From an optimization exercise on the open Yosys and OpenROAD flow, aimed at small area; shortcuts taken in it are not production practice. RTL that was checked went through simulation tests only; none was proved equivalent to the original. No activity file was given, so power comes from the tool's default toggle rates.

==> inputs of amber <==
==> flow/design.v <==
`timescale 1ns / 1ps
module s_axis_remapper #(
  parameter DATA_WIDTH       = 8,
  parameter IMAGE_KERNEL_12K = 64
)(
  input  logic                  i_clk,
  input  logic                  i_aresetn,
  input  logic [DATA_WIDTH-1:0] i_axis_tdata,
  input  logic                  i_axis_tvalid,
  output logic [DATA_WIDTH-1:0] o_wr_data,      
  output logic                  o_wr_en,        
  output logic [5:0]            o_wr_idx,       
  output logic                  o_kernel_done   
);
always_ff @( posedge i_clk )
  o_wr_data <= i_axis_tdata;
always_ff @( posedge i_clk, negedge i_aresetn )
  begin
    if ( ~i_aresetn ) begin
      o_wr_en  <= 1'b0;
      o_wr_idx <= '0;
    end else begin
      o_wr_en <= i_axis_tvalid;
      if ( o_wr_en ) o_wr_idx <= o_wr_idx + 1'b1;
    end
  end
assign o_kernel_done = o_wr_en & ( &o_wr_idx );
endmodule
`timescale 1ns / 1ps
module remapper_module #(
  parameter DATA_WIDTH       = 8,
  parameter IMAGE_KERNEL_12K = 64
)(
  input  logic                  i_clk,
  input  logic                  i_aresetn,
  input  logic [DATA_WIDTH-1:0] i_wr_data,
  input  logic                  i_wr_en,
  input  logic [5:0]            i_wr_idx,
  input  logic                  i_kernel_done,
  input  logic [5:0]            i_rd_idx,
  output logic [DATA_WIDTH-1:0] o_rd_data,
  output logic                  o_rd_frame_start,  
  output logic                  o_rd_line_end      
);
logic [8:0] kernel_cnt;
logic [1:0] kernel_mod3;
always_ff @( posedge i_clk, negedge i_aresetn )
  begin
    if ( ~i_aresetn ) begin
      kernel_cnt  <= '0;
      kernel_mod3 <= '0;
    end else if ( i_kernel_done ) begin
      kernel_cnt  <= kernel_cnt + 1'b1;
      kernel_mod3 <= ( kernel_mod3 == 2'd2 ) ? 2'd0 : kernel_mod3 + 1'b1;
    end
  end
assign o_rd_frame_start = ( kernel_cnt == 9'd1 );
assign o_rd_line_end    = ( kernel_cnt[1:0] == 2'd0 );
function automatic logic [5:0] slot_of ( input logic [5:0] x, input logic [1:0] m3,
                                         input logic m0, input logic m1 );
  logic [5:0] y;
  case ( { m3, m0 } )
    3'b000 : y = x;                                            
    3'b011 : y = { x[0], x[3], x[2], x[1], x[5], x[4] };       
    3'b100 : y = { x[4], x[2], x[1], x[5], x[0], x[3] };       
    3'b001 : y = { x[3], x[1], x[5], x[0], x[4], x[2] };       
    3'b010 : y = { x[2], x[5], x[0], x[4], x[3], x[1] };       
    default: y = { x[1], x[0], x[4], x[3], x[2], x[5] };       
  endcase
  slot_of = y ^ { 6 { m1 } };
endfunction
logic [5:0] wr_slot, rd_slot;
assign wr_slot = slot_of( i_wr_idx, kernel_mod3, kernel_cnt[0], kernel_cnt[1] );
assign rd_slot = slot_of( i_rd_idx, kernel_mod3, kernel_cnt[0], kernel_cnt[1] );
logic [7:0] wr_hi, wr_lo, rd_hi, rd_lo;
always_comb
  begin
    for ( int i = 0; i < 8; i++ ) begin
      wr_hi[i] = i_wr_en & ( wr_slot[5:3] == i );
      wr_lo[i] = ( wr_slot[2:0] == i );
      rd_hi[i] = ( rd_slot[5:3] == i );
      rd_lo[i] = ( rd_slot[2:0] == i );
    end
  end
logic [DATA_WIDTH-1:0] mem [0:IMAGE_KERNEL_12K-1];
logic [DATA_WIDTH-1:0] rd_or;
always_ff @( posedge i_clk )
  for ( int s = 0; s < IMAGE_KERNEL_12K; s++ )
    if ( wr_hi[s/8] & wr_lo[s%8] ) mem[s] <= i_wr_data;
always_comb
  begin
    rd_or = '0;
    for ( int s = 0; s < IMAGE_KERNEL_12K; s++ )
      rd_or = rd_or | ( mem[s] & { DATA_WIDTH { rd_hi[s/8] & rd_lo[s%8] } } );
  end
assign o_rd_data = rd_or;
endmodule
`timescale 1ns / 1ps
module m_axis_remapper #(
  parameter DATA_WIDTH       = 8,
  parameter IMAGE_KERNEL_12K = 64
)(
  input  logic                  i_clk,
  input  logic                  i_aresetn,
  input  logic                  i_kernel_done,
  output logic [5:0]            o_rd_idx,
  input  logic [DATA_WIDTH-1:0] i_rd_data,
  input  logic                  i_rd_frame_start,
  input  logic                  i_rd_line_end,
  output logic [DATA_WIDTH-1:0] m_axis_tdata,
  output logic                  m_axis_tvalid,
  output logic                  m_axis_tuser,
  output logic                  m_axis_tlast
);
logic rd_active;
always_ff @( posedge i_clk, negedge i_aresetn )
  begin
    if ( ~i_aresetn ) begin
      rd_active     <= 1'b0;
      o_rd_idx      <= '0;
      m_axis_tvalid <= 1'b0;
      m_axis_tuser  <= 1'b0;
      m_axis_tlast  <= 1'b0;
    end else begin
      rd_active     <= i_kernel_done | ( rd_active & ~( &o_rd_idx ) );
      if ( rd_active ) o_rd_idx <= o_rd_idx + 1'b1;
      m_axis_tvalid <= rd_active;
      m_axis_tuser  <= ( o_rd_idx == 6'd0 ) & i_rd_frame_start;
      m_axis_tlast  <= ( &o_rd_idx ) & i_rd_line_end;
    end
  end
always_ff @( posedge i_clk )
  m_axis_tdata <= i_rd_data;
endmodule
`timescale 1ns / 1ps
module sv_remapper_12k_top #(
  parameter DATA_WIDTH       = 8,
  parameter IMAGE_KERNEL_12K = 64,
  parameter IMG_WIDTH        = 256,
  parameter IMG_HEIGHT       = 128
)(
  input  logic                  i_clk,
  input  logic                  i_aresetn,
  input  logic [DATA_WIDTH-1:0] s_axis_tdata,
  input  logic                  s_axis_tvalid,
  input  logic                  s_axis_tuser,
  input  logic                  s_axis_tlast,
  output logic                  s_axis_tready,
  output logic [DATA_WIDTH-1:0] m_axis_tdata,
  output logic                  m_axis_tvalid,
  output logic                  m_axis_tuser,
  output logic                  m_axis_tlast
);
always_ff @( posedge i_clk, negedge i_aresetn )
  begin
    if ( ~i_aresetn ) s_axis_tready <= 1'b0;
    else              s_axis_tready <= 1'b1;
  end
logic [DATA_WIDTH-1:0] wr_data;
logic                  wr_en;
logic [5:0]            wr_idx;
logic                  kernel_done;
logic [5:0]            rd_idx;
logic [DATA_WIDTH-1:0] rd_data;
logic                  rd_frame_start;
logic                  rd_line_end;
s_axis_remapper #(
  .DATA_WIDTH       ( DATA_WIDTH       ),
  .IMAGE_KERNEL_12K ( IMAGE_KERNEL_12K )
) remapper_receiver (
  .i_clk         ( i_clk         ),
  .i_aresetn     ( i_aresetn     ),
  .i_axis_tdata  ( s_axis_tdata  ),
  .i_axis_tvalid ( s_axis_tvalid ),
  .o_wr_data     ( wr_data       ),
  .o_wr_en       ( wr_en         ),
  .o_wr_idx      ( wr_idx        ),
  .o_kernel_done ( kernel_done   )
);
remapper_module #(
  .DATA_WIDTH       ( DATA_WIDTH       ),
  .IMAGE_KERNEL_12K ( IMAGE_KERNEL_12K )
) remapper_proc (
  .i_clk            ( i_clk          ),
  .i_aresetn        ( i_aresetn      ),
  .i_wr_data        ( wr_data        ),
  .i_wr_en          ( wr_en          ),
  .i_wr_idx         ( wr_idx         ),
  .i_kernel_done    ( kernel_done    ),
  .i_rd_idx         ( rd_idx         ),
  .o_rd_data        ( rd_data        ),
  .o_rd_frame_start ( rd_frame_start ),
  .o_rd_line_end    ( rd_line_end    )
);
m_axis_remapper #(
  .DATA_WIDTH       ( DATA_WIDTH       ),
  .IMAGE_KERNEL_12K ( IMAGE_KERNEL_12K )
) remapper_transmitter (
  .i_clk            ( i_clk          ),
  .i_aresetn        ( i_aresetn      ),
  .i_kernel_done    ( kernel_done    ),
  .o_rd_idx         ( rd_idx         ),
  .i_rd_data        ( rd_data        ),
  .i_rd_frame_start ( rd_frame_start ),
  .i_rd_line_end    ( rd_line_end    ),
  .m_axis_tdata     ( m_axis_tdata   ),
  .m_axis_tvalid    ( m_axis_tvalid  ),
  .m_axis_tuser     ( m_axis_tuser   ),
  .m_axis_tlast     ( m_axis_tlast   )
);
endmodule
==> flow/run.sh <==
#!/bin/bash
# synth_recipe.tcl (not shown) runs the flow's synth.tcl, then flattens the netlist and writes it again
# the make line also repeats each setting of config.mk as NAME=value (left out here)
make -C /OpenROAD-flow-scripts/flow DESIGN_CONFIG=/design/flow/config.mk WORK_HOME=/design/flow/orfs CLKGATE_MAP_FILE= SYNTH_SCRIPT=/design/flow/synth_recipe.tcl finish
==> flow/config.mk <==
export PLATFORM = sky130hd
export DESIGN_NAME = sv_remapper_12k_top
export DESIGN_NICKNAME = sv_remapper_12k_top
export VERILOG_FILES = /design/flow/design.v
export SDC_FILE = /design/flow/constraint.sdc
export NUM_CORES = 4
export LEC_CHECK = 0
export CAP_MARGIN = 20
export CORE_MARGIN = 2
export CORE_UTILIZATION = 40
export GPL_TIMING_DRIVEN = 0
export SLEW_MARGIN = 20
==> flow/constraint.sdc <==
create_clock -name core_clock -period 4.0 [get_ports {i_clk}]
set_input_delay 0.8000 -clock core_clock [delete_from_list [all_inputs] [get_ports {i_clk}]]
set_output_delay 0.8000 -clock core_clock [all_outputs]
set_load 0.01 [all_outputs]
==> nickel: changes against amber <==
--- a/flow/design.v
+++ b/flow/design.v
@@ -9,22 +9,24 @@
   input  logic                  i_axis_tvalid,
   output logic [DATA_WIDTH-1:0] o_wr_data,      
   output logic                  o_wr_en,        
-  output logic [5:0]            o_wr_idx,       
+  output logic [5:0]            o_wr_idx_nx,    
   output logic                  o_kernel_done   
 );
 always_ff @( posedge i_clk )
   o_wr_data <= i_axis_tdata;
+logic [5:0] wr_idx;
+assign o_wr_idx_nx = wr_idx + o_wr_en;
 always_ff @( posedge i_clk, negedge i_aresetn )
   begin
     if ( ~i_aresetn ) begin
-      o_wr_en  <= 1'b0;
-      o_wr_idx <= '0;
+      o_wr_en <= 1'b0;
+      wr_idx  <= '0;
     end else begin
       o_wr_en <= i_axis_tvalid;
-      if ( o_wr_en ) o_wr_idx <= o_wr_idx + 1'b1;
-    end
-  end
-assign o_kernel_done = o_wr_en & ( &o_wr_idx );
+      wr_idx  <= o_wr_idx_nx;
+    end
+  end
+assign o_kernel_done = o_wr_en & ( &wr_idx );
 endmodule
 `timescale 1ns / 1ps
 module remapper_module #(
@@ -35,9 +37,9 @@
   input  logic                  i_aresetn,
   input  logic [DATA_WIDTH-1:0] i_wr_data,
   input  logic                  i_wr_en,
-  input  logic [5:0]            i_wr_idx,
+  input  logic [5:0]            i_wr_idx_nx,    
   input  logic                  i_kernel_done,
-  input  logic [5:0]            i_rd_idx,
+  input  logic [5:0]            i_rd_idx_nx,    
   output logic [DATA_WIDTH-1:0] o_rd_data,
   output logic                  o_rd_frame_start,  
   output logic                  o_rd_line_end      
@@ -56,22 +58,26 @@
   end
 assign o_rd_frame_start = ( kernel_cnt == 9'd1 );
 assign o_rd_line_end    = ( kernel_cnt[1:0] == 2'd0 );
-function automatic logic [5:0] slot_of ( input logic [5:0] x, input logic [1:0] m3,
-                                         input logic m0, input logic m1 );
-  logic [5:0] y;
-  case ( { m3, m0 } )
-    3'b000 : y = x;                                            
-    3'b011 : y = { x[0], x[3], x[2], x[1], x[5], x[4] };       
-    3'b100 : y = { x[4], x[2], x[1], x[5], x[0], x[3] };       
-    3'b001 : y = { x[3], x[1], x[5], x[0], x[4], x[2] };       
-    3'b010 : y = { x[2], x[5], x[0], x[4], x[3], x[1] };       
-    default: y = { x[1], x[0], x[4], x[3], x[2], x[5] };       
-  endcase
-  slot_of = y ^ { 6 { m1 } };
-endfunction
-logic [5:0] wr_slot, rd_slot;
-assign wr_slot = slot_of( i_wr_idx, kernel_mod3, kernel_cnt[0], kernel_cnt[1] );
-assign rd_slot = slot_of( i_rd_idx, kernel_mod3, kernel_cnt[0], kernel_cnt[1] );
+logic [5:0] wr_slot, rd_slot, wr_slot_nx, rd_slot_nx;
+remapper_slot wr_slot_map (
+  .i_idx_nx ( i_wr_idx_nx    ),
+  .i_m3     ( kernel_mod3    ),
+  .i_m      ( kernel_cnt[1:0] ),
+  .i_done   ( i_kernel_done  ),
+  .o_slot   ( wr_slot_nx     )
+);
+remapper_slot rd_slot_map (
+  .i_idx_nx ( i_rd_idx_nx    ),
+  .i_m3     ( kernel_mod3    ),
+  .i_m      ( kernel_cnt[1:0] ),
+  .i_done   ( i_kernel_done  ),
+  .o_slot   ( rd_slot_nx     )
+);
+always_ff @( posedge i_clk )
+  begin
+    wr_slot <= wr_slot_nx;
+    rd_slot <= rd_slot_nx;
+  end
 logic [7:0] wr_hi, wr_lo, rd_hi, rd_lo;
 always_comb
   begin
@@ -83,17 +89,95 @@
     end
   end
 logic [DATA_WIDTH-1:0] mem [0:IMAGE_KERNEL_12K-1];
-logic [DATA_WIDTH-1:0] rd_or;
 always_ff @( posedge i_clk )
   for ( int s = 0; s < IMAGE_KERNEL_12K; s++ )
     if ( wr_hi[s/8] & wr_lo[s%8] ) mem[s] <= i_wr_data;
+logic [IMAGE_KERNEL_12K-1:0] rd_sel;
 always_comb
-  begin
-    rd_or = '0;
-    for ( int s = 0; s < IMAGE_KERNEL_12K; s++ )
-      rd_or = rd_or | ( mem[s] & { DATA_WIDTH { rd_hi[s/8] & rd_lo[s%8] } } );
-  end
-assign o_rd_data = rd_or;
+  for ( int s = 0; s < IMAGE_KERNEL_12K; s++ )
+    rd_sel[s] = rd_hi[s/8] & rd_lo[s%8];
+for ( genvar b = 0; b < DATA_WIDTH; b++ ) begin : g_rd_bit
+  logic [IMAGE_KERNEL_12K-1:0] col;
+  for ( genvar s = 0; s < IMAGE_KERNEL_12K; s++ ) begin : g_col
+    assign col[s] = mem[s][b];
+  end
+  remapper_rd_bit rd_bit ( .i_data ( col ), .i_sel ( rd_sel ), .o_bit ( o_rd_data[b] ) );
+end
+endmodule
+module remapper_rd_bit (
+  input  logic [63:0] i_data,
+  input  logic [63:0] i_sel,
+  output logic        o_bit
+);
+logic [21:0] nterm;    
+for ( genvar t = 0; t < 21; t++ ) begin : g_aoi
+  remapper_aoi222 aoi (
+    .i_a ( i_data[3*t+2:3*t] ),
+    .i_b ( i_sel[3*t+2:3*t]  ),
+    .o_y ( nterm[t]          )
+  );
+end
+assign nterm[21] = ~( i_data[63] & i_sel[63] );
+assign o_bit = ~&nterm;
+endmodule
+module remapper_aoi222 (
+  input  logic [2:0] i_a,
+  input  logic [2:0] i_b,
+  output logic       o_y
+);
+assign o_y = ~|( i_a & i_b );
+endmodule
+module remapper_slot (
+  input  logic [5:0] i_idx_nx,
+  input  logic [1:0] i_m3,       
+  input  logic [1:0] i_m,        
+  input  logic       i_done,
+  output logic [5:0] o_slot
+);
+logic [5:0] b, t, u_n;
+logic       inv;
+assign b    = { i_idx_nx[4], i_idx_nx[3], i_idx_nx[2], i_idx_nx[1], i_idx_nx[5], i_idx_nx[0] };
+assign inv  = i_m[1] ^ ( i_done & i_m[0] );
+for ( genvar j = 0; j < 6; j++ ) begin : g_bit
+  remapper_mux4 rot_m3 (
+    .i_d ( { b[j], b[(j+4)%6], b[(j+2)%6], b[j] } ),
+    .i_s ( i_m3 ),
+    .o_y ( t[j] )
+  );
+  remapper_mux2i rot_m0 (
+    .i_d0 ( t[j]       ),
+    .i_d1 ( t[(j+3)%6] ),
+    .i_s  ( i_m[0]     ),
+    .o_y  ( u_n[j]     )
+  );
+  remapper_xnor2 apply_inv (
+    .i_a ( u_n[j]    ),
+    .i_b ( inv       ),
+    .o_y ( o_slot[j] )
+  );
+end
+endmodule
+module remapper_mux4 (
+  input  logic [3:0] i_d,
+  input  logic [1:0] i_s,
+  output logic       o_y
+);
+assign o_y = i_d[i_s];
+endmodule
+module remapper_mux2i (
+  input  logic i_d0,
+  input  logic i_d1,
+  input  logic i_s,
+  output logic o_y
+);
+assign o_y = ~( i_s ? i_d1 : i_d0 );
+endmodule
+module remapper_xnor2 (
+  input  logic i_a,
+  input  logic i_b,
+  output logic o_y
+);
+assign o_y = ~( i_a ^ i_b );
 endmodule
 `timescale 1ns / 1ps
 module m_axis_remapper #(
@@ -103,7 +187,7 @@
   input  logic                  i_clk,
   input  logic                  i_aresetn,
   input  logic                  i_kernel_done,
-  output logic [5:0]            o_rd_idx,
+  output logic [5:0]            o_rd_idx_nx,    
   input  logic [DATA_WIDTH-1:0] i_rd_data,
   input  logic                  i_rd_frame_start,
   input  logic                  i_rd_line_end,
@@ -112,21 +196,23 @@
   output logic                  m_axis_tuser,
   output logic                  m_axis_tlast
 );
-logic rd_active;
+logic       rd_active;
+logic [5:0] rd_idx;
+assign o_rd_idx_nx = rd_idx + rd_active;
 always_ff @( posedge i_clk, negedge i_aresetn )
   begin
     if ( ~i_aresetn ) begin
       rd_active     <= 1'b0;
-      o_rd_idx      <= '0;
+      rd_idx        <= '0;
       m_axis_tvalid <= 1'b0;
       m_axis_tuser  <= 1'b0;
       m_axis_tlast  <= 1'b0;
     end else begin
-      rd_active     <= i_kernel_done | ( rd_active & ~( &o_rd_idx ) );
-      if ( rd_active ) o_rd_idx <= o_rd_idx + 1'b1;
+      rd_active     <= i_kernel_done | ( rd_active & ~( &rd_idx ) );
+      rd_idx        <= o_rd_idx_nx;
       m_axis_tvalid <= rd_active;
-      m_axis_tuser  <= ( o_rd_idx == 6'd0 ) & i_rd_frame_start;
-      m_axis_tlast  <= ( &o_rd_idx ) & i_rd_line_end;
+      m_axis_tuser  <= ( rd_idx == 6'd0 ) & i_rd_frame_start;
+      m_axis_tlast  <= ( &rd_idx ) & i_rd_line_end;
     end
   end
 always_ff @( posedge i_clk )
@@ -158,9 +244,9 @@
   end
 logic [DATA_WIDTH-1:0] wr_data;
 logic                  wr_en;
-logic [5:0]            wr_idx;
+logic [5:0]            wr_idx_nx;
 logic                  kernel_done;
-logic [5:0]            rd_idx;
+logic [5:0]            rd_idx_nx;
 logic [DATA_WIDTH-1:0] rd_data;
 logic                  rd_frame_start;
 logic                  rd_line_end;
@@ -174,7 +260,7 @@
   .i_axis_tvalid ( s_axis_tvalid ),
   .o_wr_data     ( wr_data       ),
   .o_wr_en       ( wr_en         ),
-  .o_wr_idx      ( wr_idx        ),
+  .o_wr_idx_nx   ( wr_idx_nx     ),
   .o_kernel_done ( kernel_done   )
 );
 remapper_module #(
@@ -185,9 +271,9 @@
   .i_aresetn        ( i_aresetn      ),
   .i_wr_data        ( wr_data        ),
   .i_wr_en          ( wr_en          ),
-  .i_wr_idx         ( wr_idx         ),
+  .i_wr_idx_nx      ( wr_idx_nx      ),
   .i_kernel_done    ( kernel_done    ),
-  .i_rd_idx         ( rd_idx         ),
+  .i_rd_idx_nx      ( rd_idx_nx      ),
   .o_rd_data        ( rd_data        ),
   .o_rd_frame_start ( rd_frame_start ),
   .o_rd_line_end    ( rd_line_end    )
@@ -199,7 +285,7 @@
   .i_clk            ( i_clk          ),
   .i_aresetn        ( i_aresetn      ),
   .i_kernel_done    ( kernel_done    ),
-  .o_rd_idx         ( rd_idx         ),
+  .o_rd_idx_nx      ( rd_idx_nx      ),
   .i_rd_data        ( rd_data        ),
   .i_rd_frame_start ( rd_frame_start ),
   .i_rd_line_end    ( rd_line_end    ),
--- a/flow/config.mk
+++ b/flow/config.mk
@@ -7,6 +7,11 @@
 export LEC_CHECK = 0
 export CAP_MARGIN = 20
 export CORE_MARGIN = 2
-export CORE_UTILIZATION = 40
+export CORE_UTILIZATION = 55
+export CTS_BUF_LIST = sky130_fd_sc_hd__clkbuf_16
+export CTS_CLUSTER_DIAMETER = 80
+export CTS_CLUSTER_SIZE = 30
 export GPL_TIMING_DRIVEN = 0
+export SETUP_SLACK_MARGIN = 0.3
 export SLEW_MARGIN = 20
+export SYNTH_HIERARCHICAL = 1
==> run notes <==
Outcome: nickel complete, no violations; amber finished with violations
Layout check failures: nickel -; amber setup timing
Dpl hpwl: nickel 29,500 um; amber 54,500 um
Worst path arrival time: nickel 3.77 ns; amber 4.56 ns
Shortest period the worst path allows: nickel 3.32 ns; amber 4.12 ns
Period utilization: nickel 0.831; amber 1.03
Global-route track usage on met1: nickel 0.357; amber 0.372
Int Power: nickel 8.69 mW; amber 11.1 mW
Power per cell area: nickel 520 nW/um^2; amber 611 nW/um^2
Synthesized netlist net count: nickel 1,118; amber 1,557
Overall die height: nickel 198 um; amber 242 um
Net switching fraction of the power: nickel 0.255; amber 0.337
CTS sink cnt: nickel 569; amber 557
Count of inverters other than clock inverters in the layout: nickel 3; amber 17
WL met3: nickel 3940 um; amber 8580 um
Cell area after layout: nickel 22,400 sq um; amber 27,300 sq um
Floorplan die area: nickel 39,200 sq um; amber 58,600 sq um
Buf/Inv on CP: nickel 1; amber 4
Count of buffers added by post-CTS timing repair for setup: nickel 0; amber 22
Unrepaired setup endpoints after global routing: nickel false; amber true
Only the layout flow was run in amber; the RTL was not checked for function there.

-- port drivers added, routing unchanged --
How much do the figures lean on ideal ports? The routed layouts below were timed once more, with nothing changed but the port constraints. Step 1: set_driving_cell puts a clkbuf_16 on i_clk and a buf_2 on each other input, an assumption about the parent block. Step 2 also shifts input and output timing later by t, the mid clock arrival at the registers, as if the neighbouring blocks saw the same clock. Slacks: ideal / step 1 / step 2; pairs: ideal / step 1.
run | t (ns) | setup WS [ns] | worst hold slack (ns) | clock arrival spread, ns | slew at the worst register clock pin (ns)
amber | 0.680 | -0.118 / -0.118 / -0.118 | 0.196 / 0.160 / 0.372 | 0.031 / 0.031 | 0.07 / 0.07
nickel | 0.631 | 0.675 / 0.675 / 0.675 | 0.224 / 0.191 / 0.464 | 0.038 / 0.038 | 0.11 / 0.11
